Context: an optimization exercise on an open-source flow, tuned for small area and a short achievable clock period. The choices shown serve that exercise and are no tape-out recipe. In this exercise RTL edits were held to simulation tests only and were not proved equivalent to the original. Power is estimated from default activity; no workload was simulated.

==> flow/design.v, too long to show whole: its modules and the start of the top module <==
// module bitonic_comp: 18 lines
// module bitonic_top: 4038 lines
module bitonic_top #(parameter NUM_INPUT = 16, DATA_WIDTH = 8)
(clk, reset, data_in, valid, done, data_out);
  // ...
==> flow/run.sh <==
#!/bin/bash
# synth_recipe.tcl (not shown) runs the flow's synth.tcl, then flattens the netlist and writes it again
# the make line also repeats each setting of config.mk as NAME=value (left out here)
make -C /OpenROAD-flow-scripts/flow DESIGN_CONFIG=/design/flow/config.mk WORK_HOME=/design/flow/orfs CLKGATE_MAP_FILE= SYNTH_SCRIPT=/design/flow/synth_recipe.tcl finish
==> flow/config.mk <==
export PLATFORM = sky130hd
export DESIGN_NAME = bitonic_top
export DESIGN_NICKNAME = bitonic_top
export VERILOG_FILES = /design/flow/design.v
export SDC_FILE = /design/flow/constraint.sdc
export NUM_CORES = 4
export LEC_CHECK = 0
export CAP_MARGIN = 20
export CORE_MARGIN = 2
export CORE_UTILIZATION = 55
export SETUP_SLACK_MARGIN = 1.0
export SLEW_MARGIN = 20
==> flow/constraint.sdc <==
create_clock -name core_clock -period 3.0 [get_ports {clk}]
set_input_delay 0.6000 -clock core_clock [delete_from_list [all_inputs] [get_ports {clk}]]
set_output_delay 0.6000 -clock core_clock [all_outputs]
set_load 0.01 [all_outputs]
==> flow_metrics.py, run 1 <==
metrics = {
    "final_layout": {
        "inv_count": 303,
        "drive_gt1_share_pct": 7.123,
        "area_growth_pct": 14.21,
        "sh_seq_area_pct": 40.52,
        "top_register": "vpipe",
    },
    "route": {
        "vias_per_cell": 6.063,
        "wirelength_met1_um": 53320,
    },
    "synthesis": {
        "post-synth-top-count-cell": "dfxtp_1",
        "yosysSeqAreaShare_pct": 46.25,
        "netlist_top_cells_area": "dfxtp_1 (46%), nor2_1 (4.0%), o22ai_1 (4.0%)",
    },
    "die": {
        "die_w_um": 291.7,
        "core_area_um2": 81980,
    },
    "cts": {
        "numClockSinks": 1052,
        "post_cts_resized": 143,
        "cts.clk_slew.worst_paths_ns": 0.06,
        "cts_tree": "built",
    },
    "worst_setup_path": {
        "max_stage_delay_ns": 0.54,
        "path_class": "reg2reg",
    },
    "sta": {
        "fin_ws_ns": 0.9766,
        "finalCriticalPeriod_ns": 2.023,
        "setup_viol": 0,
    },
    "place": {
        "place.gp.congestion": 0.9608,
    },
    "power": {
        "p_comb_share_pct": 37.4,
    },
    "outcome": {
        "status": "finished clean",
    },
    "grt": {
        "grt_max_degree": 24,
        "met1_usage_pct": 35.75,
    },
}
==> run 2: changes to the inputs <==
==> flow/flow/run.sh (new file) <==
#!/bin/bash
# Own layout flow: the standard layout, except that the synthesis maps the
# combinational logic with flow/abc.script (an area-recovering ABC script) in place of
# ORFS's speed script. Registers, their names and everything after synthesis are as in
# the standard flow.
set -euo pipefail
W=$(pwd)
{
  head -n 1 synth_recipe.tcl
  cat <<EOF
proc abc {args} {
  set i [lsearch -exact \$args -script]
  if { \$i >= 0 } { set args [lreplace \$args [expr {\$i+1}] [expr {\$i+1}] $W/flow/abc.script] }
  yosys abc {*}\$args
}
EOF
  tail -n +2 synth_recipe.tcl
} > my_synth.tcl
sed "s#SYNTH_SCRIPT=[^ ]*#SYNTH_SCRIPT=$W/my_synth.tcl#" standard.sh > my_standard.sh
grep -q "SYNTH_SCRIPT=$W/my_synth.tcl" my_standard.sh
bash my_standard.sh > flow.log 2>&1
==> flow/flow/abc.script (new file) <==
strash
dc2
strash
&get -n
&dch -f
&nf {D}
&put
==> flow/standard.sh (new file) <==
#!/bin/bash
# synth_recipe.tcl (not shown) runs the flow's synth.tcl, then flattens the netlist and writes it again
# the make line also repeats each setting of config.mk as NAME=value (left out here)
make -C /OpenROAD-flow-scripts/flow DESIGN_CONFIG=/design/flow/config.mk WORK_HOME=/design/flow/orfs CLKGATE_MAP_FILE= SYNTH_SCRIPT=/design/flow/synth_recipe.tcl "${@:-finish}"
removed: flow/run.sh
==> run 2 against run 1 <==
Net effect: register-to-register slack better by 0.13 ns; clock skew grew 0.0026 ns; critical path depth decreased by 1; clock power is essentially flat; sequential share of layout area increased by 5.1 points; sequential power is 4% lower; non-clock buffer count shrank 18; global-route usage fell by 1.1 points.
==> flow_metrics.py, run 2 <==
metrics = {
    "cts": {
        "ctsHoldBuffers": 0,
        "clk_latency_ns": 0.67,
        "clk_path_buf_depth": 3,
        "cts_buffers": 103,
        "h-tree-depth": 3,
        "root_buffer": "clkbuf_16",
        "numClockSinks": 1052,
        "cts.repair_timing.setup_buffer_count": 0,
        "cts.clk_slew.worst_paths_ns": 0.06,
        "cts_tree": "built",
    },
    "route": {
        "drt_iter0_markers": 2226,
        "post-route-drc-count": 0,
        "vias_per_cell": 5.790,
        "wire_per_inst_um": 19.55,
        "vias": 30790,
        "wl_um": 103900,
        "first_pass_iters": 8,
        "ant_nets": 0,
    },
    "final_layout": {
        "largest_register_ffs": 6,
        "final_cell_mix": "dfxtp_1 (1052), nor2_1 (353), nand2_1 (205), nand2b_1 (198), a21oi_1 (176)",
        "final_common_cell": "dfxtp_1",
        "fillers": 5933,
        "area_growth_pct": 16.04,
        "top_register": "vpipe",
        "final_nets": 4414,
        "drive_gt1_share_pct": 4.102,
    },
    "die": {
        "die-area_um2": 74530,
        "io_pins": 260,
        "die_w_um": 273.0,
        "rows": 98,
        "core_area_um2": 71610,
        "start_util_pct": 55.58,
        "fp.dieH_um": 273.0,
    },
    "synthesis": {
        "synth_cells": 4041,
        "synth_top_area_share_pct": 52.91,
        "synth_area_um2": 39800,
        "synth.cells.most_frequent": "dfxtp_1 (1052), nor2_1 (353), nand2_1 (205), nand2b_1 (198), a21oi_1 (176)",
        "synth_top_area_cell": "dfxtp_1",
        "synthesis.nets": 4172,
        "synth_area_per_cell_um2": 9.849,
        "synth_ff_type": "dfxtp_1",
        "yosysWarningCount": 1,
        "ys_types": 63,
        "async_flop_share_pct": 0,
        "post-synth-top-count-cell": "dfxtp_1",
        "synth-edff-count": 0,
        "netlist_top_cells_area": "dfxtp_1 (53%), nor2_1 (3.3%), nand2b_1 (3.1%)",
        "yosysSeqAreaShare_pct": 52.91,
        "ys_ff_latch": 1052,
    },
    "grt": {
        "grt_pass1_vias": 28070,
        "grtUsageTotal_pct": 27.32,
        "antenna_found_initial": 3,
        "grt_max_degree": 16,
        "grt_pass1_wl_um": 156600,
        "grt.overflow.total": 0,
    },
    "worst_setup_path": {
        "end_kind": "flip-flop",
        "path_class": "reg2reg",
        "cp-start-kind": "flip-flop",
        "worstPathArrival_ns": 2.47,
        "cp_max_fo": 4,
        "crit_chain": "nor2b_1 -> a2111oi_1 -> nor2_1 -> o31ai_1",
        "max_stage_delay_ns": 0.62,
        "cp_slowest_cell": "a2111oi_1",
        "critical_path_required_ns": 3.57,
    },
    "sta": {
        "tightestPinTransition_ns": 0.9980,
        "setup_viol": 0,
        "slew_headroom_pct": 32.85,
        "finalMaxSlewViolations": 0,
        "finalCriticalPeriod_ns": 1.897,
        "hold_violations": 0,
        "rsz0062_at_grt": "false",
        "finalCritPeriodShare_pct": 63.24,
        "tns_ns": 0,
        "fmax_mhz": 527.1,
        "finalClockSkew_ns": 0.02171,
    },
    "worst_hold_path": {
        "hold_path.class": "reg2reg",
    },
    "place": {
        "port_buffers": 259,
        "place.gp.congestion": 0.9484,
        "hpwlAfterDp_um": 82620,
    },
    "power": {
        "irDropWorstVdd_mv": 0.6461,
        "power.leakage_nw": 17.99,
        "power_w": 0.05242,
        "p_per_area_nw_per_um2": 1135,
    },
    "flow_run": {
        "maxCapViolCount": 0,
    },
    "outcome": {
        "status": "finished clean",
    },
}
==> run 2: path summary, 6_finish.rpt <==
check                   start          endpoint  slack [ns]  cells past startpoint
max            l2_1_7_6_lo_p3     l5_1_2_6_x_p4        1.10                      4
min          l4_13_15_1_hi_p4  l4_13_15_1_hi_p5        0.32                      0
max reg2reg    l2_1_7_6_lo_p3     l5_1_2_6_x_p4        1.10                      4
min reg2reg  l4_13_15_1_hi_p4  l4_13_15_1_hi_p5        0.32                      0
==> run 2: logic make-up (layout without fill, tap and decap cells) <==
group	count (synthesis)	count (layout)	synth area share, %
AO/OA/AOI/OAI	1373	1373	25.49
AND/OR/NAND/NOR	1324	1324	17.64
flip-flops	1052	1052	52.91
buffers and inverters	292	615	3.961
other	0	3	0
==> run 2: repair_timing <==
item | CTS | global route
resized for setup | 130 | 12
setup endpoints to repair | 130 | 15
pin swaps | 0 | 0
==> run 2: layout make-up <==
class                      instances  area (µm²)  share of cell area (%)
timing repair buffer             265        2476                   5.361
tap                              950        1189                   2.574
multi-input combinational       2697       17200                   37.25
sequential                      1052       21060                   45.60
inverter                         164       615.6                   1.333
antenna                            3       7.507                 0.01625
clock inverter                    44       666.9                   1.444
clock buffer                     142        2968                   6.426
==> run 2: layer usage <==
| layer | wire (µm) | track usage, % | part of all wire, % |
|---|---|---|---|
| met1 | 46580 | 36.17 | 45 |
| met2 | 48300 | 45.99 | 46 |
| met3 | 5838 | 3.857 | 5.6 |
| met4 | 3188 | 8.988 | 3.1 |
| met5 | 28 | 0 | 0.027 |
==> run 2: critical path, delay by kind of cell, from the launching register on <==
| family | cells | cell delay [ns] |
|---|---|---|
| AOI/OAI and AO/OA | 2 | 0.93 |
| DFF | 1 | 0.40 |
| and+or+nand+nor | 2 | 0.49 |
==> run 2: through the flow <==
step / area, µm² / hold WS [ns] / utilization [%] / cells / setup slack (ns)
after detailed placement: 42670 / 0.3121 / 59.58 / 5128 / 0.9961
final: 46180 / 0.3200 / 64.50 / 5317 / 1.103
after global routing: 46180 / 0.3263 / 64.48 / 5314 / 0.9743
after global placement: 42670 / 0.3099 / 59.58 / 5128 / 1.008
after CTS: 46140 / 0.3189 / 64.43 / 5314 / 1.016
after floorplan: 39800 / 0.3096 / - / 4041 / 1.453
==> run 2: power by group <==
part,total (W),switching (W),internal [W]
Sequential,0.0215,0.00317,0.0184
Combinational,0.0174,0.0101,0.00729
Clock,0.0135,0.00537,0.00814
==> run 3: changes to the inputs <==
--- a/flow/config.mk
+++ b/flow/config.mk
@@ -7,6 +7,8 @@
 export LEC_CHECK = 0
 export CAP_MARGIN = 20
 export CORE_MARGIN = 2
-export CORE_UTILIZATION = 55
-export SETUP_SLACK_MARGIN = 1.0
+export CORE_UTILIZATION = 65
+export CTS_CLUSTER_DIAMETER = 60
+export CTS_CLUSTER_SIZE = 30
+export SETUP_SLACK_MARGIN = 1.3
 export SLEW_MARGIN = 20
==> run 3 against run 2 <==
Net effect: register-to-register slack gained 0.14 ns; flip-flop and latch count is the same; global-route usage grew 3.4 points; critical path type unchanged; first-iteration DRC count shrank 2.0%; hold slack lost 0.0052 ns; clock power shrank 38%; sequential power is essentially flat; core utilization grew 9.4 points; power shrank 8.5%; synthesized area is the same; critical path depth is the same; cell area shrank 3.2%; still clean on timing, DRC and antenna.
==> flow_metrics.py, run 3 <==
metrics = {
    "sta": {
        "hold_violations": 0,
        "setup_viol": 0,
        "slew_headroom_pct": 35.29,
        "finalCritPeriodShare_pct": 58.56,
        "fin_ws_ns": 1.243,
        "fmax_mhz": 569.2,
        "tightestPinTransition_ns": 0.9618,
        "finalMaxSlewViolations": 0,
        "finalClockSkew_ns": 0.02982,
        "rsz0062_at_grt": "true",
        "tns_ns": 0,
        "finalCriticalPeriod_ns": 1.757,
    },
    "synthesis": {
        "synth_cells": 4041,
        "ys_types": 63,
        "synth.cells.most_frequent": "dfxtp_1 (1052), nor2_1 (353), nand2_1 (205), nand2b_1 (198), a21oi_1 (176)",
        "post-synth-top-count-cell": "dfxtp_1",
        "synth-simple-area-share_pct": 17.64,
        "synth_xor_area_share_pct": 0,
        "synthesis.nets": 4172,
        "muxShareOfSynthArea_pct": 0,
        "netlist_top_cells_area": "dfxtp_1 (53%), nor2_1 (3.3%), nand2b_1 (3.1%)",
        "synth-edff-count": 0,
        "ys_ff_latch": 1052,
        "yosysSeqAreaShare_pct": 52.91,
        "synth_top_area_share_pct": 52.91,
        "synth_area_um2": 39800,
        "synth_top_family_by_area": "compound AO/OA/AOI/OAI gates",
        "async_flop_share_pct": 0,
        "synth_top_area_cell": "dfxtp_1",
        "yosys.area_share.adder_pct": 0,
        "synth_ff_type": "dfxtp_1",
        "synth_compound_area_share_pct": 25.49,
        "synth_area_per_cell_um2": 9.849,
        "yosysWarningCount": 1,
    },
    "worst_setup_path": {
        "critical_path_required_ns": 3.56,
        "worstPathArrival_ns": 2.32,
        "cp_max_fo": 4,
        "reg2reg_depth": 4,
        "r2r-start": "in10_2_p1",
        "r2r_end": "l1_9_10_4_x_p2",
        "cp-start-kind": "flip-flop",
        "end_kind": "flip-flop",
        "crit_chain": "nor3b_4 -> nor3_1 -> a2111oi_1 -> a21bo_1",
        "max_stage_delay_ns": 0.56,
        "reg2reg_setup_slack_ns": 1.24,
        "cp_slowest_cell": "a2111oi_1",
        "path_class": "reg2reg",
    },
    "power": {
        "p_per_area_nw_per_um2": 1073,
        "swShare_pct": 38.21,
        "p_sw_w": 0.01833,
        "p_int_w": 0.02965,
        "irDropWorstVdd_mv": 0.7034,
        "pwr-share-seq_pct": 45.2,
        "clock_power_share_pct": 17.5,
        "power.leakage_nw": 17.23,
        "power_w": 0.04798,
        "p_comb_share_pct": 37.2,
    },
    "cts": {
        "clk_path_buf_depth": 3,
        "cts.clk_slew.worst_paths_ns": 0.10,
        "ctsHoldBuffers": 0,
        "numClockSinks": 1052,
        "clk_latency_ns": 0.65,
        "root_buffer": "clkbuf_16",
        "cts_tree": "built",
        "cts_buffers": 51,
        "h-tree-depth": 2,
    },
    "route": {
        "wl_um": 100600,
        "wire_per_inst_um": 19.91,
        "ant_nets": 0,
        "drt_iter0_markers": 2181,
        "post-route-drc-count": 0,
        "vias_per_cell": 6.192,
        "first_pass_iters": 5,
        "vias": 31290,
    },
    "place": {
        "hpwlAfterDp_um": 79430,
        "dp.cells": 4958,
        "port_buffers": 259,
        "preCtsSetupSlack_ns": 1.037,
        "place.gp.congestion": 0.9868,
    },
    "final_layout": {
        "largest_register_ffs": 6,
        "fin_util_pct": 73.93,
        "drive_gt1_share_pct": 10.00,
        "final_nets": 4364,
        "final_common_cell": "dfxtp_1",
        "area_growth_pct": 12.32,
        "final_cells": 5053,
        "final_cell_mix": "dfxtp_1 (973), nor2_1 (348), nand2_1 (205), nand2b_1 (198), a21oi_1 (176)",
        "top_register": "vpipe",
    },
    "flow_run": {
        "maxCapViolCount": 0,
    },
    "grt": {
        "grt_pass1_vias": 28010,
        "antenna_found_initial": 5,
        "grt_max_degree": 31,
        "grtUsageTotal_pct": 30.70,
        "grt_pass1_wl_um": 151600,
        "grt.overflow.total": 0,
    },
    "worst_hold_path": {
        "holdPathStages": 0,
        "hp-start": "l4_13_15_3_hi_p4",
        "worstHoldEndpoint": "l4_13_15_3_hi_p5",
        "hold_path.class": "reg2reg",
    },
    "die": {
        "start_util_pct": 65.82,
        "io_pins": 260,
        "fp.dieH_um": 251.5,
        "die_w_um": 251.5,
        "core_area_um2": 60470,
        "rows": 90,
        "die-area_um2": 63230,
    },
    "outcome": {
        "status": "finished clean",
    },
}
[run 3: per-layer routing]
| metal | wire (µm) | GRT usage [%] |
|---|---|---|
| met2 | 47170 | 52.13 |
| met1 | 42890 | 40.20 |
| met5 | 0 | 0 |
| met4 | 3832 | 10.90 |
| met3 | 6727 | 4.312 |
[run 3: timing repair]
action,4_1_cts,5_1_grt
resized for setup,629,210
pin swaps,0,5
setup endpoints to repair,218,325
setup buffers,0,4
[run 3: cell families after synthesis]
group                  after synthesis
and+or+nand+nor                   1324
DFF                               1052
AOI/OAI and AO/OA                 1373
buffers and inverters              292
[run 3: how the worst max path moves through the flow]
| stage | from | endpoint | slack [ns] | cells past startpoint |
|---|---|---|---|---|
| finish | in10_2_p1 | l1_9_10_4_x_p2 | 1.24 | 4 |
| detailed placement | l1_5_6_1_y_p1 | l2_0_5_3_hi_p2 | 1.04 | 4 |
| global placement | l1_2_15_1_y_p1 | l1_2_15_4_x_p2 | 1.10 | 4 |
| global route | in10_2_p1 | l1_9_10_4_x_p2 | 1.19 | 4 |
| CTS | l10_6_7_6_hi_p6 | data_out[57] | 1.15 | 1 |
| floorplan | l2_0_5_6_lo_p3 | l5_1_2_6_y_p4 | 1.45 | 4 |
[run 3: final cells by class]
type | instances | area [µm²]
Clock inverter | 34 | 478.0
Multi-Input combinational cell | 2697 | 17910
Sequential cell | 1052 | 21160
Antenna cell | 3 | 7.507
Clock buffer | 54 | 1297
Tap cell | 782 | 978.4
Inverter | 164 | 615.6
Fill cell | 4381 | 15770
Timing Repair Buffer | 267 | 2257
[run 3: critical path, delay by kind of cell, from the launching register on]
family	cells	cell delay [ns]
AOI/OAI and AO/OA	2	0.82
DFF	1	0.45
and+or+nand+nor	2	0.42
[run 3: metrics by stage]
stage / instance area [µm²] / hold slack, ns
2_1_floorplan: 39800 / 0.3096
3_3_place_gp: 42440 / 0.3096
3_5_place_dp: 42440 / 0.3121
4_1_cts: 43920 / 0.3208
5_1_grt: 44700 / 0.3281
6_report: 44710 / 0.3148
[run 3: power by group through the flow]
stage	clock network [W]	registers, W	logic (W)
after detailed placement	0	0.0218	0.0175
after floorplan	0	0.0207	0.0130
after global placement	0	0.0216	0.0172
after CTS	0.00856	0.0215	0.0171
final	0.00841	0.0217	0.0179
after global routing	0.00907	0.0222	0.0194
==> run 4: changes to the inputs <==
--- a/flow/flow/run.sh
+++ b/flow/flow/run.sh
@@ -2,7 +2,7 @@
 # Own layout flow: the standard layout, except that the synthesis maps the
 # combinational logic with flow/abc.script (an area-recovering ABC script) in place of
 # ORFS's speed script. Registers, their names and everything after synthesis are as in
-# the standard flow.
+# the standard flow. Ports are buffered with buf_2 cells.
 set -euo pipefail
 W=$(pwd)
 {
@@ -18,4 +18,4 @@
 } > my_synth.tcl
 sed "s#SYNTH_SCRIPT=[^ ]*#SYNTH_SCRIPT=$W/my_synth.tcl#" standard.sh > my_standard.sh
 grep -q "SYNTH_SCRIPT=$W/my_synth.tcl" my_standard.sh
-bash my_standard.sh > flow.log 2>&1
+bash my_standard.sh "BUFFER_PORTS_ARGS=-buffer_cell sky130_fd_sc_hd__buf_2" finish > flow.log 2>&1
==> run 4 against run 3 <==
Net effect: still clean on timing, DRC and antenna; synthesized area stayed put; routed wire length increased by 1.8%; critical path depth did not move; clock skew is 0.0048 ns higher; combinational power barely moved; sequential power about the same; clock power is 2% higher; non-clock buffer count down 3; highest routed layer is now met5.
==> flow_metrics.py, run 4 <==
metrics = {
    "outcome": {
        "status": "finished clean",
    },
    "worst_setup_path": {
        "max_stage_delay_ns": 0.59,
        "critical_path_buf_inv_count": 0,
        "cp-start-kind": "flip-flop",
        "path_class": "reg2reg",
        "crit_chain": "nand2b_1 -> a21boi_0 -> nor2_1 -> o21ai_0",
        "worstPathArrival_ns": 2.23,
        "path_delay_family": "flip-flops",
        "critical_path_required_ns": 3.48,
        "cp_slowest_cell": "dfxtp_1",
        "end_kind": "flip-flop",
        "cp_max_fo": 10,
    },
    "sta": {
        "finalCritPeriodShare_pct": 58.62,
        "hold_violations": 0,
        "setup_viol": 0,
        "tns_ns": 0,
        "finalCriticalPeriod_ns": 1.759,
        "rsz0062_at_grt": "true",
        "tightestPinTransition_ns": 1.022,
        "finalClockSkew_ns": 0.03458,
        "finalMaxSlewViolations": 0,
        "slew_headroom_pct": 31.24,
        "fmax_mhz": 568.7,
    },
    "synthesis": {
        "synthesis.nets": 4172,
        "synth_ff_type": "dfxtp_1",
        "synth.cells.most_frequent": "dfxtp_1 (1052), nor2_1 (353), nand2_1 (205), nand2b_1 (198), a21oi_1 (176)",
        "synth_area_per_cell_um2": 9.849,
        "synth_area_um2": 39800,
        "synth_top_area_share_pct": 52.91,
        "netlist_top_cells_area": "dfxtp_1 (53%), nor2_1 (3.3%), nand2b_1 (3.1%)",
        "async_flop_share_pct": 0,
        "post-synth-top-count-cell": "dfxtp_1",
        "yosysSeqAreaShare_pct": 52.91,
        "ys_ff_latch": 1052,
        "synth-edff-count": 0,
        "yosysWarningCount": 1,
        "synth_top_area_cell": "dfxtp_1",
        "ys_types": 63,
        "synth_cells": 4041,
    },
    "route": {
        "vias_per_cell": 6.179,
        "vias": 31240,
        "wire_per_inst_um": 20.26,
        "wl_um": 102400,
        "first_pass_iters": 6,
        "ant_nets": 0,
        "drt_iter0_markers": 2245,
        "post-route-drc-count": 0,
    },
    "power": {
        "p_per_area_nw_per_um2": 1090,
        "irDropWorstVdd_mv": 0.9394,
        "power.leakage_nw": 17.25,
    },
    "cts": {
        "clk_path_buf_depth": 3,
        "cts_tree": "built",
        "clk_latency_ns": 0.66,
        "numClockSinks": 1052,
        "root_buffer": "clkbuf_16",
        "cts.clk_slew.worst_paths_ns": 0.10,
        "cts_buffers": 52,
        "ctsHoldBuffers": 0,
        "h-tree-depth": 2,
    },
    "grt": {
        "met1_usage_pct": 40.21,
        "grt_max_degree": 31,
        "grt.busiest_layer": "met2",
        "met3_usage_pct": 4.529,
        "grtUsageTotal_pct": 31.11,
        "grt_pass1_vias": 28200,
        "use_met2_pct": 52.64,
        "grt_pass1_wl_um": 153000,
        "antenna_found_initial": 7,
        "grt.overflow.total": 0,
    },
    "final_layout": {
        "final_cell_mix": "dfxtp_1 (981), nor2_1 (349), buf_2 (223), nand2_1 (203), nand2b_1 (197)",
        "drive_gt1_share_pct": 13.39,
        "area_growth_pct": 10.96,
        "largest_register_ffs": 6,
        "top_register": "vpipe",
        "final_nets": 4362,
        "fin_util_pct": 73.03,
        "final_common_cell": "dfxtp_1",
    },
    "place": {
        "hpwlAfterDp_um": 80430,
        "port_buffers": 259,
        "place.gp.congestion": 0.9560,
    },
    "die": {
        "fp.dieH_um": 251.5,
        "die-area_um2": 63230,
        "rows": 90,
        "die_w_um": 251.5,
        "io_pins": 260,
        "core_area_um2": 60470,
        "start_util_pct": 65.82,
    },
    "worst_hold_path": {
        "hold_path.class": "in2reg",
    },
    "flow_run": {
        "maxCapViolCount": 0,
    },
}
-- run 4: cell counts after synthesis --
Identical to the previous run, type by type.
-- run 4: repair_timing --
action / 4_1_cts / 5_1_grt
setup endpoints to repair: 218 / 347
setup buffers: 0 / 2
pin swaps: 0 / 10
gates resized for setup: 115 / 207
hold endpoints to repair: 0 / 0
-- run 4: cells by family after synthesis --
family | Yosys count | share of synthesized area [%]
compound gates | 1373 | 25.49
flops | 1052 | 52.91
buf+inv | 292 | 3.961
simple gates | 1324 | 17.64
-- run 4: through the flow --
stage | cells | worst slack, ns | hold slack (ns) | total power, W | instance area [µm²]
after floorplan | 4041 | 1.453 | 0.3096 | 0.03378 | 39800
after global placement | 4957 | 1.076 | 0.3097 | 0.03813 | 41140
after detailed placement | 4957 | 1.062 | 0.3121 | 0.03854 | 41140
after CTS | 5051 | 1.215 | 0.003717 | 0.04735 | 43350
after global routing | 5055 | 1.189 | 0.01101 | 0.05088 | 44160
final | 5056 | 1.242 | 0.03123 | 0.04812 | 44160
-- run 4: layer usage --
metal  vias to the layer above  routed length (µm)
li1                      15290                   -
met1                     14780               43810
met2                       963               48120
met3                       207                6131
met4                         6                4331
met5                         -                  32
-- run 4: where the power goes --
group	internal (W)	switching (W)	leakage [nW]
registers	0.0184	0.00338	8.81
logic	0.00751	0.0103	7.56
clock network	0.00367	0.00488	0.886
-- run 4: final cells by class --
| class | instances | area [µm²] |
|---|---|---|
| diodes | 3 | 7.507 |
| clock inverters | 35 | 490.5 |
| flip-flops and latches | 1052 | 21150 |
| multi-input cells | 2697 | 17990 |
| well taps | 782 | 978.4 |
| inverters | 164 | 615.6 |
| repair buffers | 264 | 1559 |
| clock buffers | 59 | 1369 |
| fillers | 4455 | 16310 |
-- run 4: final timing paths --
path	from	end	slack, ns	cells after the start
setup / recovery	l2_2_9_0_hi_p1	l4_8_9_1_hi_p2	1.24	4
hold / removal	data_in[60]	in7_3_p1	0.03	1
setup reg to reg	l2_2_9_0_hi_p1	l4_8_9_1_hi_p2	1.24	4
hold reg to reg	l4_13_15_4_hi_p5	l4_13_15_4_hi_p6	0.33	0
==> run 5: changes to the inputs <==
--- a/flow/config.mk
+++ b/flow/config.mk
@@ -7,8 +7,8 @@
 export LEC_CHECK = 0
 export CAP_MARGIN = 20
 export CORE_MARGIN = 2
-export CORE_UTILIZATION = 65
+export CORE_UTILIZATION = 70
 export CTS_CLUSTER_DIAMETER = 60
 export CTS_CLUSTER_SIZE = 30
-export SETUP_SLACK_MARGIN = 1.3
+export SETUP_SLACK_MARGIN = 1.6
 export SLEW_MARGIN = 20
==> run 5 against run 4 <==
Net effect: the flow now stops in global routing; synthesized cell count unchanged; synthesized area stayed put.
==> flow_metrics.py, run 5 <==
metrics = {
    "outcome": {
        "status": "stopped before the end",
        "failing_step": "global routing",
        "error_line": "[ERROR GRT-0232] Routing congestion too high. Check the congestion heatmap in the GUI.",
    },
    "synthesis": {
        "async_flop_share_pct": 0,
        "synth-edff-count": 0,
        "ys_ff_latch": 1052,
        "post-synth-top-count-cell": "dfxtp_1",
        "synth_ff_type": "dfxtp_1",
        "synth_top_area_share_pct": 52.91,
        "synth.cells.most_frequent": "dfxtp_1 (1052), nor2_1 (353), nand2_1 (205), nand2b_1 (198), a21oi_1 (176)",
        "synth_top_area_cell": "dfxtp_1",
        "ys_types": 63,
        "synthesis.nets": 4172,
        "synth_cells": 4041,
        "netlist_top_cells_area": "dfxtp_1 (53%), nor2_1 (3.3%), nand2b_1 (3.1%)",
        "yosysWarningCount": 1,
        "yosysSeqAreaShare_pct": 52.91,
        "synth_area_um2": 39800,
        "synth_area_per_cell_um2": 9.849,
    },
    "place": {
        "placed_cell_area_um2": 41360,
        "hpwlAfterDp_um": 79360,
        "preCtsSetupSlack_ns": 1.127,
        "dp.cells": 4929,
        "place.gp.congestion": 0.9923,
        "port_buffers": 259,
    },
    "cts": {
        "root_buffer": "clkbuf_16",
        "ctsHoldBuffers": 0,
        "clk_path_buf_depth": 3,
        "cts_buffers": 50,
        "h-tree-depth": 2,
        "numClockSinks": 1052,
    },
    "sta": {
        "worstEpCategory": "top-level output",
        "postGrtWorstEndpoint": "data_out[122]",
    },
    "die": {
        "io_pins": 260,
        "die_w_um": 242.5,
        "start_util_pct": 70.72,
        "fp.dieH_um": 242.5,
        "rows": 87,
    },
    "grt": {
        "grt_max_degree": 31,
    },
}
[run 5: cell counts after synthesis]
Identical to the previous run, type by type.
[run 5: kinds of logic after synthesis]
logic type | share of synthesized area, %
flops | 52.91
buf+inv | 3.961
simple gates | 17.64
compound gates | 25.49
[run 5: power groups by stage]
stage	Combinational [W]	Sequential, W	Clock [W]
floorplan	0.0132	0.0208	0
global placement	0.0164	0.0216	0
detailed placement	0.0167	0.0218	0
CTS	0.0202	0.0222	0.00875
[run 5: worst min-delay path by stage]
stage	cells after the start	startpoint	end
after floorplan	0	in0_5_p1	in0_5_p2
after global placement	0	l9_5_6_3_lo_p5	l9_5_6_3_lo_p6
after detailed placement	0	in12_7_p1	in12_7_p2
after CTS	1	data_in[96]	in12_7_p1
[run 5: per-stage QoR]
stage	hold slack, ns	total power [W]
floorplan	0.3096	0.03394
global placement	0.3099	0.03806
detailed placement	0.3121	0.03854
CTS	0.03613	0.05116
[run 5: timing repair]
item | 4_1_cts
buffers inserted | 114
pin swaps | 206
resized for setup | 1174
setup endpoints to repair | 550
==> run 6: changes to the inputs <==
==> flow/flow/abc.script (replaced) <==
strash
dc2
strash
&get -n
&dch -f
&nf -R 100 -p
&put
--- a/flow/config.mk
+++ b/flow/config.mk
@@ -7,8 +7,8 @@
 export LEC_CHECK = 0
 export CAP_MARGIN = 20
 export CORE_MARGIN = 2
-export CORE_UTILIZATION = 70
+export CORE_UTILIZATION = 60
 export CTS_CLUSTER_DIAMETER = 60
 export CTS_CLUSTER_SIZE = 30
-export SETUP_SLACK_MARGIN = 1.6
+export SETUP_SLACK_MARGIN = 1.5
 export SLEW_MARGIN = 20
==> run 6 against run 5 <==
Net effect: the run now finishes clean; synthesized area fell by 3.9%; synthesized cell count increased by 11%.
==> flow_metrics.py, run 6 <==
metrics = {
    "sta": {
        "finalCritPeriodShare_pct": 56.49,
        "hold_violations": 0,
        "hold-worst-slack_ns": 0.04489,
        "setup_viol": 0,
        "fmax_mhz": 590.1,
        "rsz0062_at_grt": "true",
        "finalMaxSlewViolations": 0,
        "tightestPinTransition_ns": 0.6538,
        "tns_ns": 0,
        "slew_headroom_pct": 56.01,
        "finalCriticalPeriod_ns": 1.695,
        "finalClockSkew_ns": 0.03160,
    },
    "synthesis": {
        "synth_top_area_share_pct": 55.04,
        "synth.cells.most_frequent": "dfxtp_1 (1052), nor2_1 (623), nand2_1 (539), a21oi_1 (433), clkinv_1 (421)",
        "post-synth-top-count-cell": "dfxtp_1",
        "synth_top_area_cell": "dfxtp_1",
        "yosysWarningCount": 1,
        "synth_ff_type": "dfxtp_1",
        "yosysSeqAreaShare_pct": 55.04,
        "ys_ff_latch": 1052,
        "netlist_top_cells_area": "dfxtp_1 (55%), nor2_1 (6.1%), a21oi_1 (5.7%)",
        "ys_types": 37,
        "async_flop_share_pct": 0,
        "synth-edff-count": 0,
        "synth_area_um2": 38270,
        "synth_area_per_cell_um2": 8.525,
        "synth_cells": 4489,
        "synthesis.nets": 4620,
    },
    "cts": {
        "numClockSinks": 1052,
        "cts.clk_slew.worst_paths_ns": 0.11,
        "clk_latency_ns": 0.66,
        "cts_buffers": 52,
        "cts_tree": "built",
        "clk_path_buf_depth": 3,
        "h-tree-depth": 2,
        "root_buffer": "clkbuf_16",
        "ctsHoldBuffers": 0,
    },
    "worst_setup_path": {
        "crit_chain": "buf_6",
        "cp_slowest_cell": "dfxtp_2",
        "cp-start-kind": "flip-flop",
        "cp.depth": 1,
        "critical_path_required_ns": 2.40,
        "path_delay_family": "flip-flops",
        "end_kind": "output port",
        "critical_path_buf_inv_count": 1,
        "path_class": "reg2out",
        "max_stage_delay_ns": 0.34,
        "cp_max_fo": 1,
        "reg2reg_depth": 6,
        "worstPathArrival_ns": 1.09,
    },
    "place": {
        "port_buffers": 259,
        "place.gp.congestion": 0.8928,
        "dp.cells": 5467,
        "hpwlAfterDp_um": 72480,
    },
    "die": {
        "io_pins": 260,
        "fp.dieH_um": 256.5,
        "die-area_um2": 65810,
        "die_w_um": 256.5,
        "rows": 92,
        "start_util_pct": 60.66,
        "core_area_um2": 63080,
    },
    "final_layout": {
        "largest_register_ffs": 6,
        "fin_util_pct": 70.55,
        "area_growth_pct": 16.29,
        "final_cell_mix": "dfxtp_1 (849), nor2_1 (536), nand2_1 (535), clkinv_1 (421), a21oi_1 (269)",
        "final_nets": 4834,
        "final_common_cell": "dfxtp_1",
        "final_cells": 5591,
        "top_register": "vpipe",
        "fillers": 5016,
        "drive_gt1_share_pct": 22.14,
    },
    "grt": {
        "grt_pass1_vias": 26880,
        "grt_pass1_wl_um": 137200,
        "grtUsageTotal_pct": 26.64,
        "grt_max_degree": 31,
        "grt.overflow.total": 0,
        "antenna_found_initial": 3,
    },
    "outcome": {
        "status": "finished clean",
    },
    "route": {
        "drt_iter0_markers": 1814,
        "ant_nets": 0,
        "vias_per_cell": 5.405,
        "post-route-drc-count": 0,
        "vias": 30220,
        "wl_um": 93510,
        "first_pass_iters": 6,
        "wire_per_inst_um": 16.73,
    },
    "power": {
        "p_int_w": 0.02913,
        "power.leakage_nw": 18.61,
        "swShare_pct": 39.74,
        "p_sw_w": 0.01921,
        "pwr-share-seq_pct": 45.0,
        "clock_power_share_pct": 17.6,
        "p_per_area_nw_per_um2": 1086,
        "irDropWorstVdd_mv": 0.7247,
        "p_comb_share_pct": 37.4,
    },
    "worst_hold_path": {
        "hold_path.class": "in2reg",
        "holdPathStages": 1,
    },
    "flow_run": {
        "maxCapViolCount": 0,
    },
}
## run 6: cell count changes after synthesis, sizes merged, moves of 72 or more
cell	previous run	this run
a21oi	176	433
clkinv	164	421
nor3	113	18
o2bb2ai	79	0
o31ai	111	21
o22ai	166	238
nand2b	198	105
a21boi	83	11
a31o	82	5
nor2	353	623
a21o	37	136
nand2	205	539
nor3b	135	1
o21ai	109	327
## run 6: cell type report
class	count	area, µm²	share of cell area [%]
timing repair buffer	288	1720	3.866
multi-input combinational	2888	16970	38.13
inverter	421	1580	3.551
sequential	1052	21340	47.95
tap	846	1059	2.379
clock buffer	55	1344	3.020
clock inverter	38	481.7	1.082
antenna	3	7.507	0.01687
## run 6: per-layer routing
metal	part of all wire [%]	routed length, µm	track usage [%]
met2	49	46040	47.95
met1	43	40060	32.89
met3	4.0	3709	2.807
met4	3.9	3691	9.835
met5	0.014	13	0
## run 6: repair_timing
item,in CTS,in global routing
buffers inserted,2,26
pin swaps,5,57
resized for setup,228,643
endpoints found under the setup margin,316,469
## run 6: metrics by stage
step | setup slack [ns] | total power [W] | area [µm²]
global route | 1.255 | 0.05135 | 44500
floorplan | 1.617 | 0.03236 | 38270
CTS | 1.262 | 0.04610 | 42260
global placement | 1.232 | 0.03653 | 39670
finish | 1.305 | 0.04834 | 44500
detailed placement | 1.209 | 0.03694 | 39670
## run 6: kinds of logic (layout without fill, tap and decap cells)
logic type | count (synthesis) | count (layout) | synth area share, %
flops | 1052 | 1052 | 55.04
compound gates | 1331 | 1331 | 20.60
other cells | 0 | 3 | 0
buf+inv | 549 | 802 | 6.641
simple gates | 1557 | 1557 | 17.73
## run 6: final timing paths
kind / from / end / slack, ns
worst max register to register: l3_0_1_2_y_p2 / l4_1_3_4_hi_p3 / 1.49
worst max-delay path: l4_13_15_6_hi_p6 / data_out[121] / 1.31
worst min register to register: l9_11_12_2_lo_p5 / l9_11_12_2_lo_p6 / 0.33
worst min-delay path: data_in[101] / in12_2_p1 / 0.04
## run 6: power groups by stage
stage          registers [W]  clock network (W)  logic [W]
6_report              0.0217            0.00851     0.0181
3_5_place_dp          0.0215                  0     0.0155
5_1_grt               0.0222            0.00922     0.0200
2_1_floorplan         0.0206                  0     0.0118
3_3_place_gp          0.0213                  0     0.0152
4_1_cts               0.0212            0.00868     0.0162
==> run 7: changes to the inputs <==
--- a/flow/config.mk
+++ b/flow/config.mk
@@ -7,8 +7,8 @@
 export LEC_CHECK = 0
 export CAP_MARGIN = 20
 export CORE_MARGIN = 2
-export CORE_UTILIZATION = 60
+export CORE_UTILIZATION = 65
 export CTS_CLUSTER_DIAMETER = 60
 export CTS_CLUSTER_SIZE = 30
-export SETUP_SLACK_MARGIN = 1.5
+export SETUP_SLACK_MARGIN = 1.15
 export SLEW_MARGIN = 20
==> run 7 against run 6 <==
Net effect: still clean on timing, DRC and antenna; critical path depth grew 5; global-route usage grew 2.3 points; clock-buffer cell count is the same; critical endpoint is now l6_9_13_5_y_p4; largest power group unchanged; highest routed layer is now met4.
==> flow_metrics.py, run 7 <==
metrics = {
    "place": {
        "dp.cells": 5386,
        "port_buffers": 259,
        "place.gp.congestion": 0.9237,
        "hpwlAfterDp_um": 71590,
    },
    "worst_setup_path": {
        "path_delay_family": "compound AO/OA/AOI/OAI gates",
        "r2r_end": "l6_9_13_5_y_p4",
        "end_kind": "flip-flop",
        "cp_slowest_cell": "o21ai_0",
        "max_stage_delay_ns": 0.45,
        "cp-start-kind": "flip-flop",
        "worstPathArrival_ns": 2.31,
        "crit_chain": "nor2_1 -> a21oi_1 -> nand2_1 -> o21ai_0 -> nor2_1 -> a21o_1",
        "path_class": "reg2reg",
        "critical_path_required_ns": 3.55,
        "reg2reg_depth": 6,
        "reg2reg_setup_slack_ns": 1.24,
        "worst_path_most_repeated_cell": "nor2_1",
        "cp.depth": 6,
        "r2r-start": "l5_13_14_3_lo_p3",
        "cp_max_fo": 3,
        "critical_path_buf_inv_count": 0,
    },
    "cts": {
        "clk_path_buf_depth": 3,
        "numClockSinks": 1052,
        "clk_latency_ns": 0.65,
        "cts_tree": "built",
        "cts_buffers": 50,
        "root_buffer": "clkbuf_16",
        "cts.clk_slew.worst_paths_ns": 0.11,
        "h-tree-depth": 2,
    },
    "die": {
        "start_util_pct": 66.07,
        "core_area_um2": 57920,
        "die-area_um2": 60830,
        "die_w_um": 246.6,
        "fp.dieH_um": 246.6,
        "io_pins": 260,
        "rows": 88,
    },
    "sta": {
        "fmax_mhz": 569.0,
        "tightestPinTransition_ns": 0.6698,
        "setup_viol": 0,
        "finalClockSkew_ns": 0.02482,
        "hold-worst-slack_ns": 0.04098,
        "finalCriticalPeriod_ns": 1.757,
        "finalMaxSlewViolations": 0,
        "finalCritPeriodShare_pct": 58.58,
        "tns_ns": 0,
        "rsz0062_at_grt": "false",
        "hold_violations": 0,
        "slew_headroom_pct": 54.88,
    },
    "final_layout": {
        "final_cells": 5474,
        "final_common_cell": "dfxtp_1",
        "area_growth_pct": 7.998,
        "drive_gt1_share_pct": 7.392,
        "final_cell_mix": "dfxtp_1 (1052), nor2_1 (623), nand2_1 (539), a21oi_1 (432), clkinv_1 (421)",
        "top_register": "vpipe",
        "largest_register_ffs": 6,
        "final_nets": 4804,
        "fin_util_pct": 71.36,
    },
    "power": {
        "p_int_w": 0.02754,
        "power_w": 0.04514,
        "pwr-share-seq_pct": 46.9,
        "p_per_area_nw_per_um2": 1092,
        "p_sw_w": 0.01760,
        "p_comb_share_pct": 34.8,
        "swShare_pct": 38.99,
        "irDropWorstVdd_mv": 0.9033,
        "power.leakage_nw": 17.77,
        "clock_power_share_pct": 18.3,
    },
    "synthesis": {
        "netlist_top_cells_area": "dfxtp_1 (55%), nor2_1 (6.1%), a21oi_1 (5.7%)",
        "synthesis.nets": 4620,
        "ys_ff_latch": 1052,
        "yosysWarningCount": 1,
        "yosysSeqAreaShare_pct": 55.04,
        "synth_top_area_cell": "dfxtp_1",
        "synth_area_um2": 38270,
        "synth_area_per_cell_um2": 8.525,
        "post-synth-top-count-cell": "dfxtp_1",
        "synth_ff_type": "dfxtp_1",
        "synth.cells.most_frequent": "dfxtp_1 (1052), nor2_1 (623), nand2_1 (539), a21oi_1 (433), clkinv_1 (421)",
        "synth_cells": 4489,
        "synth-edff-count": 0,
        "ys_types": 37,
        "synth_top_area_share_pct": 55.04,
        "async_flop_share_pct": 0,
    },
    "route": {
        "drt_iter0_markers": 1877,
        "wl_um": 89100,
        "ant_nets": 0,
        "first_pass_iters": 6,
        "vias_per_cell": 5.456,
        "post-route-drc-count": 0,
        "wire_per_inst_um": 16.28,
        "vias": 29870,
    },
    "worst_hold_path": {
        "hp-start": "data_in[101]",
        "hold_path.class": "in2reg",
        "holdPathStages": 1,
        "worstHoldEndpoint": "in12_2_p1",
    },
    "grt": {
        "antenna_found_initial": 3,
        "grt_pass1_vias": 27090,
        "grt_pass1_wl_um": 136300,
        "grt.overflow.total": 0,
        "grtUsageTotal_pct": 28.92,
        "grt_max_degree": 31,
    },
    "outcome": {
        "status": "finished clean",
    },
    "flow_run": {
        "maxCapViolCount": 0,
    },
}
run 7: cell counts after synthesis:
Identical to the previous run, type by type.
run 7: logic make-up after synthesis:
kind of cell | Yosys count | share of synthesized area, %
flops | 1052 | 55.04
simple gates | 1557 | 17.73
compound gates | 1331 | 20.60
buf+inv | 549 | 6.641
run 7: metrics by stage:
| stage | area (µm²) | setup WS [ns] |
|---|---|---|
| after floorplan | 38270 | 1.617 |
| after global placement | 39570 | 1.239 |
| after detailed placement | 39570 | 1.186 |
| after CTS | 41300 | 1.161 |
| after global routing | 41330 | 1.159 |
| final | 41330 | 1.243 |
run 7: repair_timing:
action	CTS	global route
hold buffers	0	0
setup endpoints to repair	0	6
resized for setup	0	5
endpoints found under the hold margin	0	0
buffers inserted	0	0
run 7: worst reg2reg max path: stages (launching register included):
cell and delay (ns):
dfxtp_1 0.38, nor2_1 0.09, a21oi_1 0.32, nand2_1 0.11, o21ai_0 0.45, nor2_1 0.14
a21o_1 0.18
run 7: layout make-up:
class	count	area (µm²)
inverter	421	1580
tap	765	957.2
sequential	1052	21060
timing repair buffer	260	1304
clock buffer	55	1301
antenna	1	2.502
clock inverter	32	434.2
multi-input combinational	2888	14690
fill	4647	16590
run 7: power groups by stage:
stage / clock, W / sequential [W] / combinational (W)
finish: 0.00827 / 0.0212 / 0.0157
global placement: 0 / 0.0213 / 0.0151
CTS: 0.00839 / 0.0211 / 0.0155
floorplan: 0 / 0.0206 / 0.0118
global route: 0.00891 / 0.0217 / 0.0176
detailed placement: 0 / 0.0214 / 0.0155
run 7: how the worst max path moves through the flow:
stage	startpoint	to	slack [ns]
2_1_floorplan	l4_13_15_1_lo_p2	l5_13_14_3_x_p3	1.62
3_3_place_gp	l5_1_2_0_y_p2	l5_1_2_3_x_p3	1.24
3_5_place_dp	l5_1_2_0_y_p2	l5_1_2_3_x_p3	1.19
4_1_cts	l5_1_2_0_y_p2	l5_1_2_3_x_p3	1.16
5_1_grt	l5_5_7_0_y_p2	l5_5_7_3_x_p3	1.16
6_report	l5_13_14_3_lo_p3	l6_9_13_5_y_p4	1.24
run 7: metal layers:
metal / track usage [%] / share of wire (%)
met1: 35.30 / 42
met2: 51.40 / 49
met3: 3.148 / 5.2
met4: 12.85 / 4.4
met5: 0 / 0
==> run 8: changes to the inputs <==
--- a/flow/config.mk
+++ b/flow/config.mk
@@ -10,5 +10,5 @@
 export CORE_UTILIZATION = 65
 export CTS_CLUSTER_DIAMETER = 60
 export CTS_CLUSTER_SIZE = 30
-export SETUP_SLACK_MARGIN = 1.15
+export SETUP_SLACK_MARGIN = 1.4
 export SLEW_MARGIN = 20
==> run 8 against run 7 <==
Net effect: still clean; sequential share of layout area is 1.3 points lower; critical endpoint is now data_out[67]; global-route usage is 0.064 points higher; critical path type is now reg2out; core utilization is 2.3 points higher; largest cell class unchanged; flip-flop and latch count stayed put; clock power hardly changed; register-to-register slack better by 0.13 ns; non-clock buffer count is 1 higher.
==> flow_metrics.py, run 8 <==
metrics = {
    "sta": {
        "setup_viol": 0,
        "finalClockSkew_ns": 0.01929,
        "tns_ns": 0,
        "hold_violations": 0,
        "tightestPinTransition_ns": 0.6666,
        "fin_ws_ns": 1.304,
        "fmax_mhz": 589.7,
        "finalCritPeriodShare_pct": 56.53,
        "finalMaxSlewViolations": 0,
        "finalCriticalPeriod_ns": 1.696,
        "rsz0062_at_grt": "true",
        "slew_headroom_pct": 55.15,
    },
    "worst_setup_path": {
        "max_stage_delay_ns": 0.33,
        "critical_path_required_ns": 2.40,
        "crit_chain": "buf_2",
        "cp_slowest_cell": "dfxtp_1",
        "critical_path_buf_inv_count": 1,
        "reg2reg_setup_slack_ns": 1.37,
        "reg2reg_depth": 5,
        "cp.depth": 1,
        "r2r_end": "l2_2_9_3_y_p2",
        "path_class": "reg2out",
        "cp-start-kind": "flip-flop",
        "cp_max_fo": 1,
        "end_kind": "output port",
        "r2r-start": "in9_2_p1",
        "path_delay_family": "flip-flops",
        "worstPathArrival_ns": 1.10,
    },
    "place": {
        "preCtsSetupSlack_ns": 1.186,
        "port_buffers": 259,
        "place.gp.congestion": 0.9237,
        "hpwlAfterDp_um": 71590,
    },
    "worst_hold_path": {
        "hold_path.class": "in2reg",
        "hp-start": "data_in[101]",
        "holdPathStages": 1,
        "worstHoldEndpoint": "in12_2_p1",
    },
    "grt": {
        "grt_pass1_vias": 27170,
        "grt_max_degree": 31,
        "grt.overflow.total": 0,
        "grt_pass1_wl_um": 136700,
        "antenna_found_initial": 4,
        "grtUsageTotal_pct": 28.98,
    },
    "synthesis": {
        "synthesis.nets": 4620,
        "async_flop_share_pct": 0,
        "synth_cells": 4489,
        "netlist_top_cells_area": "dfxtp_1 (55%), nor2_1 (6.1%), a21oi_1 (5.7%)",
        "post-synth-top-count-cell": "dfxtp_1",
        "synth-edff-count": 0,
        "synth_top_area_cell": "dfxtp_1",
        "synth_top_area_share_pct": 55.04,
        "ys_types": 37,
        "synth.cells.most_frequent": "dfxtp_1 (1052), nor2_1 (623), nand2_1 (539), a21oi_1 (433), clkinv_1 (421)",
        "synth_area_um2": 38270,
        "synth_ff_type": "dfxtp_1",
        "synth_area_per_cell_um2": 8.525,
        "yosysSeqAreaShare_pct": 55.04,
        "yosysWarningCount": 1,
        "ys_ff_latch": 1052,
    },
    "die": {
        "die_w_um": 246.6,
        "start_util_pct": 66.07,
        "fp.dieH_um": 246.6,
        "io_pins": 260,
        "rows": 88,
        "die-area_um2": 60830,
        "core_area_um2": 57920,
    },
    "cts": {
        "ctsHoldBuffers": 0,
        "clk_path_buf_depth": 3,
        "cts.clk_slew.worst_paths_ns": 0.11,
        "clk_latency_ns": 0.65,
        "h-tree-depth": 2,
        "numClockSinks": 1052,
        "cts_buffers": 50,
        "cts_tree": "built",
        "root_buffer": "clkbuf_16",
    },
    "final_layout": {
        "final_common_cell": "dfxtp_1",
        "final_cell_mix": "dfxtp_1 (966), nor2_1 (599), nand2_1 (539), clkinv_1 (421), a21oi_1 (355)",
        "drive_gt1_share_pct": 13.19,
        "final_nets": 4805,
        "largest_register_ffs": 6,
        "top_register": "vpipe",
        "fillers": 4431,
        "area_growth_pct": 11.42,
    },
    "route": {
        "vias": 30220,
        "first_pass_iters": 6,
        "wire_per_inst_um": 16.58,
        "drt_iter0_markers": 1971,
        "vias_per_cell": 5.517,
        "post-route-drc-count": 0,
        "ant_nets": 0,
        "wl_um": 90810,
    },
    "power": {
        "power.leakage_nw": 18.13,
        "p_per_area_nw_per_um2": 1091,
        "irDropWorstVdd_mv": 0.8431,
    },
    "outcome": {
        "status": "finished clean",
    },
    "flow_run": {
        "maxCapViolCount": 0,
    },
}
[run 8: what timing repair did]
item | in CTS | in global routing
setup buffers | 0 | 1
hold endpoints to repair | 0 | 0
endpoints found under the setup margin | 157 | 358
pin swaps | 0 | 5
resized for setup | 67 | 317
[run 8: per-stage QoR]
| stage | std cells | total power, W | util [%] | hold WS [ns] | area [µm²] |
|---|---|---|---|---|---|
| floorplan | 4489 | 0.03236 | - | 0.3096 | 38270 |
| global placement | 5386 | 0.03638 | 68.32 | 0.3099 | 39570 |
| detailed placement | 5386 | 0.03690 | 68.32 | 0.3121 | 39570 |
| CTS | 5473 | 0.04530 | 71.68 | 0.01863 | 41520 |
| global route | 5475 | 0.04956 | 73.61 | 0.01842 | 42630 |
| finish | 5477 | 0.04651 | 73.62 | 0.04378 | 42640 |
[run 8: final cells by class]
cell class,count,area [µm²],area share (%)
repair buffers,261,1643,3.853
well taps,765,957.2,2.245
clock buffers,55,1301,3.052
flip-flops and latches,1052,21170,49.64
diodes,3,7.507,0.01761
clock inverters,32,434.2,1.018
inverters,421,1580,3.706
multi-input cells,2888,15550,36.46
[run 8: how the worst max path moves through the flow]
stage          slack, ns             start         endpoint
2_1_floorplan       1.62  l4_13_15_1_lo_p2  l5_13_14_3_x_p3
6_report            1.30   l10_8_9_4_lo_p6     data_out[67]
3_5_place_dp        1.19     l5_1_2_0_y_p2    l5_1_2_3_x_p3
3_3_place_gp        1.24     l5_1_2_0_y_p2    l5_1_2_3_x_p3
5_1_grt             1.26    l6_1_4_4_lo_p6     data_out[11]
4_1_cts             1.27  l4_13_15_1_hi_p6    data_out[126]
[run 8: kinds of logic (layout without fill, tap and decap cells)]
kind of cell	count (synthesis)	count (layout)	synth area share, %
and+or+nand+nor	1557	1557	17.73
AOI/OAI and AO/OA	1331	1331	20.60
other	0	3	0
DFF	1052	1052	55.04
buffers and inverters	549	769	6.641
[run 8: metal layers]
| layer | vias to the layer above | part of all wire [%] | routed length, µm | track usage (%) |
|---|---|---|---|---|
| met5 | - | 0 | 0 | 0 |
| met4 | 0 | 4.6 | 4138 | 12.92 |
| met3 | 193 | 5.1 | 4650 | 3.137 |
| met2 | 808 | 49 | 44300 | 51.52 |
| met1 | 13830 | 42 | 37720 | 35.37 |
| li1 | 15390 | - | - | - |
[run 8: where the power goes]
group          leakage, nW  internal (W)  total [W]  switching [W]
clock                0.836       0.00355    0.00827        0.00471
combinational         8.49       0.00635     0.0168         0.0104
sequential            8.80        0.0184     0.0215        0.00310
total                 18.1        0.0283     0.0465         0.0182
==> run 9: changes to the inputs <==
--- a/flow/config.mk
+++ b/flow/config.mk
@@ -10,5 +10,6 @@
 export CORE_UTILIZATION = 65
 export CTS_CLUSTER_DIAMETER = 60
 export CTS_CLUSTER_SIZE = 30
+export PLACE_DENSITY = 0.75
 export SETUP_SLACK_MARGIN = 1.4
 export SLEW_MARGIN = 20
==> run 9 against run 8 <==
Net effect: critical path type unchanged; core utilization unchanged; global-route usage unchanged; largest power group unchanged; largest cell class unchanged; flip-flop and latch count unchanged; combinational power about the same; worst setup slack unchanged.
==> flow_metrics.py, run 9 <==
metrics = {
    "outcome": {
        "status": "finished clean",
    },
    "worst_setup_path": {
        "worstPathArrival_ns": 1.10,
        "path_delay_family": "flip-flops",
        "r2r-start": "in9_2_p1",
        "cp_max_fo": 1,
        "cp_slowest_cell": "dfxtp_1",
        "reg2reg_setup_slack_ns": 1.37,
        "max_stage_delay_ns": 0.33,
        "critical_path_buf_inv_count": 1,
        "cp.depth": 1,
        "r2r_end": "l2_2_9_3_y_p2",
        "crit_chain": "buf_2",
        "critical_path_required_ns": 2.40,
        "cp-start-kind": "flip-flop",
        "path_class": "reg2out",
        "reg2reg_depth": 5,
        "end_kind": "output port",
    },
    "cts": {
        "clk_latency_ns": 0.65,
        "cts.clk_slew.worst_paths_ns": 0.11,
        "cts_buffers": 50,
        "root_buffer": "clkbuf_16",
        "h-tree-depth": 2,
        "ctsHoldBuffers": 0,
        "cts_tree": "built",
        "clk_path_buf_depth": 3,
        "numClockSinks": 1052,
    },
    "worst_hold_path": {
        "hp-start": "data_in[101]",
        "hold_path.class": "in2reg",
        "holdPathStages": 1,
        "worstHoldEndpoint": "in12_2_p1",
    },
    "die": {
        "rows": 88,
        "start_util_pct": 66.07,
        "die_w_um": 246.6,
        "fp.dieH_um": 246.6,
        "io_pins": 260,
        "die-area_um2": 60830,
        "core_area_um2": 57920,
    },
    "final_layout": {
        "fillers": 4431,
        "final_nets": 4805,
        "design_area_um2": 42640,
        "largest_register_ffs": 6,
        "final_cells": 5477,
        "final_common_cell": "dfxtp_1",
        "drive_gt1_share_pct": 13.19,
        "area_growth_pct": 11.42,
        "final_cell_mix": "dfxtp_1 (966), nor2_1 (599), nand2_1 (539), clkinv_1 (421), a21oi_1 (355)",
        "top_register": "vpipe",
    },
    "synthesis": {
        "synthesis.nets": 4620,
        "netlist_top_cells_area": "dfxtp_1 (55%), nor2_1 (6.1%), a21oi_1 (5.7%)",
        "synth_area_um2": 38270,
        "yosysSeqAreaShare_pct": 55.04,
        "synth.cells.most_frequent": "dfxtp_1 (1052), nor2_1 (623), nand2_1 (539), a21oi_1 (433), clkinv_1 (421)",
        "post-synth-top-count-cell": "dfxtp_1",
        "yosysWarningCount": 1,
        "synth_top_area_share_pct": 55.04,
        "synth_top_area_cell": "dfxtp_1",
        "synth_cells": 4489,
        "synth-edff-count": 0,
        "ys_types": 37,
        "async_flop_share_pct": 0,
        "synth_area_per_cell_um2": 8.525,
        "ys_ff_latch": 1052,
        "synth_ff_type": "dfxtp_1",
    },
    "place": {
        "place.gp.congestion": 0.9237,
        "hpwlAfterDp_um": 71590,
        "placed_cell_area_um2": 39570,
        "dp.cells": 5386,
        "preCtsSetupSlack_ns": 1.186,
        "port_buffers": 259,
    },
    "route": {
        "ant_nets": 0,
        "post-route-drc-count": 0,
        "vias_per_cell": 5.517,
        "first_pass_iters": 6,
        "wl_um": 90810,
        "drt_iter0_markers": 1971,
        "vias": 30220,
        "wire_per_inst_um": 16.58,
    },
    "sta": {
        "finalCriticalPeriod_ns": 1.696,
        "tightestPinTransition_ns": 0.6666,
        "tns_ns": 0,
        "fmax_mhz": 589.7,
        "fin_ws_ns": 1.304,
        "setup_viol": 0,
        "finalClockSkew_ns": 0.01929,
        "rsz0062_at_grt": "true",
        "hold-worst-slack_ns": 0.04378,
        "finalCritPeriodShare_pct": 56.53,
        "finalMaxSlewViolations": 0,
        "hold_violations": 0,
        "slew_headroom_pct": 55.15,
    },
    "flow_run": {
        "maxCapViolCount": 0,
    },
    "grt": {
        "grt_max_degree": 31,
        "antenna_found_initial": 4,
        "grt_pass1_vias": 27170,
        "grt_pass1_wl_um": 136700,
        "grt.overflow.total": 0,
        "grtUsageTotal_pct": 28.98,
    },
    "power": {
        "power.leakage_nw": 18.13,
        "irDropWorstVdd_mv": 0.8431,
        "p_per_area_nw_per_um2": 1091,
    },
}
==> run 9: cell counts after synthesis <==
Identical to the previous run, type by type.
==> run 9: worst reg2reg max path, stage by stage (launching register included) <==
cell	delay (ns)
dfxtp_1	0.36
o22ai_1	0.37
nor2_1	0.13
a21oi_1	0.42
nand2_1	0.13
o21ai_0	0.16
==> run 9: worst max-delay path by stage <==
| stage | slack [ns] | start | endpoint |
|---|---|---|---|
| 2_1_floorplan | 1.62 | l4_13_15_1_lo_p2 | l5_13_14_3_x_p3 |
| 3_5_place_dp | 1.19 | l5_1_2_0_y_p2 | l5_1_2_3_x_p3 |
| 5_1_grt | 1.26 | l6_1_4_4_lo_p6 | data_out[11] |
| 4_1_cts | 1.27 | l4_13_15_1_hi_p6 | data_out[126] |
| 3_3_place_gp | 1.24 | l5_1_2_0_y_p2 | l5_1_2_3_x_p3 |
| 6_report | 1.30 | l10_8_9_4_lo_p6 | data_out[67] |
==> run 9: kinds of logic after synthesis <==
family,after synthesis,share of synthesized area [%]
AO/OA/AOI/OAI,1331,20.60
buffers and inverters,549,6.641
AND/OR/NAND/NOR,1557,17.73
flip-flops,1052,55.04
==> run 9: report_power, final <==
group | switching (W) | total [W] | internal [W]
combinational | 0.0104 | 0.0168 | 0.00635
clock | 0.00471 | 0.00827 | 0.00355
sequential | 0.00310 | 0.0215 | 0.0184
total | 0.0182 | 0.0465 | 0.0283
==> run 9: area by class of cell <==
cell class / count / area, µm² / share of cell area [%]
Sequential cell: 1052 / 21170 / 49.64
Multi-Input combinational cell: 2888 / 15550 / 36.46
Timing Repair Buffer: 261 / 1643 / 3.853
Inverter: 421 / 1580 / 3.706
Clock buffer: 55 / 1301 / 3.052
Tap cell: 765 / 957.2 / 2.245
Clock inverter: 32 / 434.2 / 1.018
Antenna cell: 3 / 7.507 / 0.01761
==> run 9: routing by layer <==
metal / part of all wire (%) / wire, µm / track usage [%]
met5: 0 / 0 / 0
met4: 4.6 / 4138 / 12.92
met3: 5.1 / 4650 / 3.137
met2: 49 / 44300 / 51.52
met1: 42 / 37720 / 35.37
==> run 9: timing repair <==
action,CTS,global route
pin swaps,0,5
endpoints found under the setup margin,157,358
buffers inserted,0,1
resized for setup,67,317
==> run 9: through the flow <==
step                      util [%]  power [W]
after floorplan                  -    0.03236
after global routing         73.61    0.04956
after detailed placement     68.32    0.03690
after CTS                    71.68    0.04530
final                        73.62    0.04651
after global placement       68.32    0.03638
==> run 10: changes to the inputs <==
--- a/flow/config.mk
+++ b/flow/config.mk
@@ -8,8 +8,7 @@
 export CAP_MARGIN = 20
 export CORE_MARGIN = 2
 export CORE_UTILIZATION = 65
-export CTS_CLUSTER_DIAMETER = 60
-export CTS_CLUSTER_SIZE = 30
-export PLACE_DENSITY = 0.75
+export CTS_CLUSTER_DIAMETER = 45
+export CTS_CLUSTER_SIZE = 25
 export SETUP_SLACK_MARGIN = 1.4
 export SLEW_MARGIN = 20
==> run 10 against run 9 <==
Net effect: critical path depth is the same; register-to-register slack gained 0.04 ns; via count grew 2.0%; hold slack lost 0.015 ns; first-iteration DRC count grew 11%; combinational power is essentially flat; routed wire length grew 4.0%; highest routed layer unchanged.
==> flow_metrics.py, run 10 <==
metrics = {
    "outcome": {
        "status": "finished clean",
    },
    "sta": {
        "slew_headroom_pct": 56.66,
        "rsz0062_at_grt": "true",
        "tightestPinTransition_ns": 0.6442,
        "finalCritPeriodShare_pct": 56.86,
        "finalMaxSlewViolations": 0,
        "hold_violations": 0,
        "fmax_mhz": 586.2,
        "setup_viol": 0,
        "tns_ns": 0,
        "finalClockSkew_ns": 0.02468,
        "finalCriticalPeriod_ns": 1.706,
    },
    "die": {
        "core_area_um2": 57920,
        "fp.dieH_um": 246.6,
        "die-area_um2": 60830,
        "io_pins": 260,
        "start_util_pct": 66.07,
        "die_w_um": 246.6,
        "rows": 88,
    },
    "synthesis": {
        "synth_area_um2": 38270,
        "synth-edff-count": 0,
        "async_flop_share_pct": 0,
        "synth.cells.most_frequent": "dfxtp_1 (1052), nor2_1 (623), nand2_1 (539), a21oi_1 (433), clkinv_1 (421)",
        "synth_top_area_cell": "dfxtp_1",
        "netlist_top_cells_area": "dfxtp_1 (55%), nor2_1 (6.1%), a21oi_1 (5.7%)",
        "synth_cells": 4489,
        "synthesis.nets": 4620,
        "yosysSeqAreaShare_pct": 55.04,
        "synth_ff_type": "dfxtp_1",
        "post-synth-top-count-cell": "dfxtp_1",
        "synth_area_per_cell_um2": 8.525,
        "yosysWarningCount": 1,
        "ys_types": 37,
        "ys_ff_latch": 1052,
        "synth_top_area_share_pct": 55.04,
    },
    "power": {
        "power.leakage_nw": 18.97,
        "p_per_area_nw_per_um2": 1162,
        "irDropWorstVdd_mv": 0.8606,
    },
    "route": {
        "ant_nets": 0,
        "vias_per_cell": 5.534,
        "drt_iter0_markers": 2182,
        "vias": 30820,
        "post-route-drc-count": 0,
        "wl_um": 94430,
        "first_pass_iters": 6,
        "wire_per_inst_um": 16.96,
    },
    "worst_setup_path": {
        "critical_path_required_ns": 2.40,
        "max_stage_delay_ns": 0.32,
        "startpoint": "l7_11_13_4_hi_p6",
        "crit_chain": "buf_2",
        "critical_path_buf_inv_count": 1,
        "path_delay_family": "flip-flops",
        "reg2reg_setup_slack_ns": 1.41,
        "cp-start-kind": "flip-flop",
        "cp.depth": 1,
        "end_kind": "output port",
        "cp_slowest_cell": "dfxtp_1",
        "r2r-start": "l4_4_10_4_x_p3",
        "r2r_end": "l4_4_10_7_hi_p4",
        "endpoint": "data_out[107]",
        "path_class": "reg2out",
        "cp_max_fo": 1,
        "worstPathArrival_ns": 1.11,
        "reg2reg_depth": 5,
    },
    "grt": {
        "grtUsageTotal_pct": 30.10,
        "grt.overflow.total": 0,
        "grt_max_degree": 25,
        "grt_pass1_wl_um": 142000,
        "grt_pass1_vias": 28350,
        "antenna_found_initial": 3,
    },
    "cts": {
        "clk_path_buf_depth": 3,
        "cts.clk_slew.worst_paths_ns": 0.08,
        "clk_latency_ns": 0.66,
        "cts_tree": "built",
        "h-tree-depth": 3,
        "numClockSinks": 1052,
        "root_buffer": "clkbuf_16",
        "cts_buffers": 96,
    },
    "worst_hold_path": {
        "hold_path.class": "in2reg",
    },
    "place": {
        "placed_cell_area_um2": 39570,
        "port_buffers": 259,
        "place.gp.congestion": 0.9237,
        "hpwlAfterDp_um": 71590,
    },
    "final_layout": {
        "design_area_um2": 44390,
        "final_cell_mix": "dfxtp_1 (978), nor2_1 (591), nand2_1 (539), clkinv_1 (421), a21oi_1 (347)",
        "final_common_cell": "dfxtp_1",
        "top_register": "vpipe",
        "largest_register_ffs": 6,
        "area_growth_pct": 16.00,
        "drive_gt1_share_pct": 14.82,
        "final_nets": 4852,
    },
    "flow_run": {
        "maxCapViolCount": 0,
    },
}
==> run 10: worst min path at each step <==
stage | startpoint | endpoint | slack (ns) | cells past startpoint
after floorplan | in0_5_p1 | in0_5_p2 | 0.31 | 0
after global placement | l4_13_15_1_hi_p2 | l4_13_15_1_hi_p3 | 0.31 | 0
after detailed placement | in0_6_p1 | in0_6_p2 | 0.31 | 0
after CTS | data_in[17] | in2_6_p1 | 0.004 | 1
after global routing | data_in[41] | in5_6_p1 | 0.002 | 1
final | data_in[17] | in2_6_p1 | 0.03 | 1
==> run 10: report_power, final <==
group	switching [W]	internal, W
Combinational	0.0106	0.00640
Sequential	0.00313	0.0184
Clock	0.00632	0.00670
Total	0.0201	0.0315
==> run 10: cells by family (layout without fill, tap and decap cells) <==
logic type      Yosys count  in the layout  share of synthesized area, %
buf+inv                 549            863                         6.641
simple gates           1557           1557                         17.73
compound gates         1331           1331                         20.60
other cells               0              1                             0
flops                  1052           1052                         55.04
==> run 10: metal layers <==
metal / track usage [%] / wire [µm]
met5: 0 / 0
met4: 13.20 / 4294
met3: 4.041 / 4866
met2: 54.14 / 46880
met1: 35.77 / 38390
==> run 10: what timing repair did <==
item,4_1_cts,5_1_grt
setup endpoints to repair,170,356
pin swaps,0,5
hold buffers,0,0
resized for setup,73,309
setup buffers,0,2
==> run 10: per-stage QoR <==
step	hold WS [ns]	std cells	power (W)	utilization, %	setup WS [ns]
floorplan	0.3096	4489	0.03236	-	1.617
global placement	0.3099	5386	0.03638	68.32	1.239
detailed placement	0.3121	5386	0.03690	68.32	1.186
CTS	0.004093	5566	0.05026	74.78	1.257
global route	0.001554	5569	0.05461	76.65	1.238
finish	0.02867	5569	0.05157	76.65	1.294
==> run 10: layout make-up <==
cell class | instances | area (µm²)
fillers | 4118 | 13530
diodes | 1 | 2.502
repair buffers | 262 | 1657
inverters | 421 | 1580
well taps | 765 | 957.2
clock buffers | 103 | 2490
multi-input cells | 2888 | 15550
clock inverters | 77 | 1003
flip-flops and latches | 1052 | 21150

port drivers added, routing unchanged:
Ports are ideal in the flow. The routed layouts listed here were re-timed in OpenROAD. Step 1: set_driving_cell puts a clkbuf_16 on clk and a buf_2 on each other input, an assumption about the parent block. Step 2, shift: input delay + t, output delay - t, t = (earliest + latest rising clock arrival at the registers) / 2. This alone moves slack from input paths to output paths. Three values: ideal, step 1, step 2; two values: the first two.
run	t, ns	setup WS [ns]	hold slack, ns	clock arrival spread, ns	worst register clock-pin slew, ns
run 1	0.738	0.977 / 0.977 / 0.977	0.319 / 0.313 / 0.319	0.020 / 0.020	0.06 / 0.06
run 2	0.727	1.103 / 1.077 / 1.103	0.320 / 0.320 / 0.320	0.022 / 0.022	0.07 / 0.07
run 3	0.697	1.243 / 1.232 / 1.233	0.315 / 0.315 / 0.315	0.030 / 0.031	0.11 / 0.11
run 4	0.710	1.242 / 1.213 / 1.242	0.031 / -0.014 / 0.329	0.036 / 0.036	0.11 / 0.11
run 6	0.711	1.305 / 1.238 / 1.476	0.045 / -0.003 / 0.326	0.033 / 0.032	0.11 / 0.11
run 7	0.700	1.243 / 1.227 / 1.243	0.041 / -0.002 / 0.321	0.027 / 0.026	0.11 / 0.11
run 8	0.700	1.304 / 1.240 / 1.369	0.044 / 0.000 / 0.322	0.021 / 0.021	0.11 / 0.11
run 9	0.700	1.304 / 1.240 / 1.369	0.044 / 0.000 / 0.322	0.021 / 0.021	0.11 / 0.11
run 10	0.715	1.294 / 1.231 / 1.409	0.029 / -0.012 / 0.319	0.027 / 0.028	0.09 / 0.09
After both steps every run listed still meets setup and hold. For run 3, which loses most, drivers alone change the setup slack by -0.011 ns; drivers and shift together by -0.010 ns.
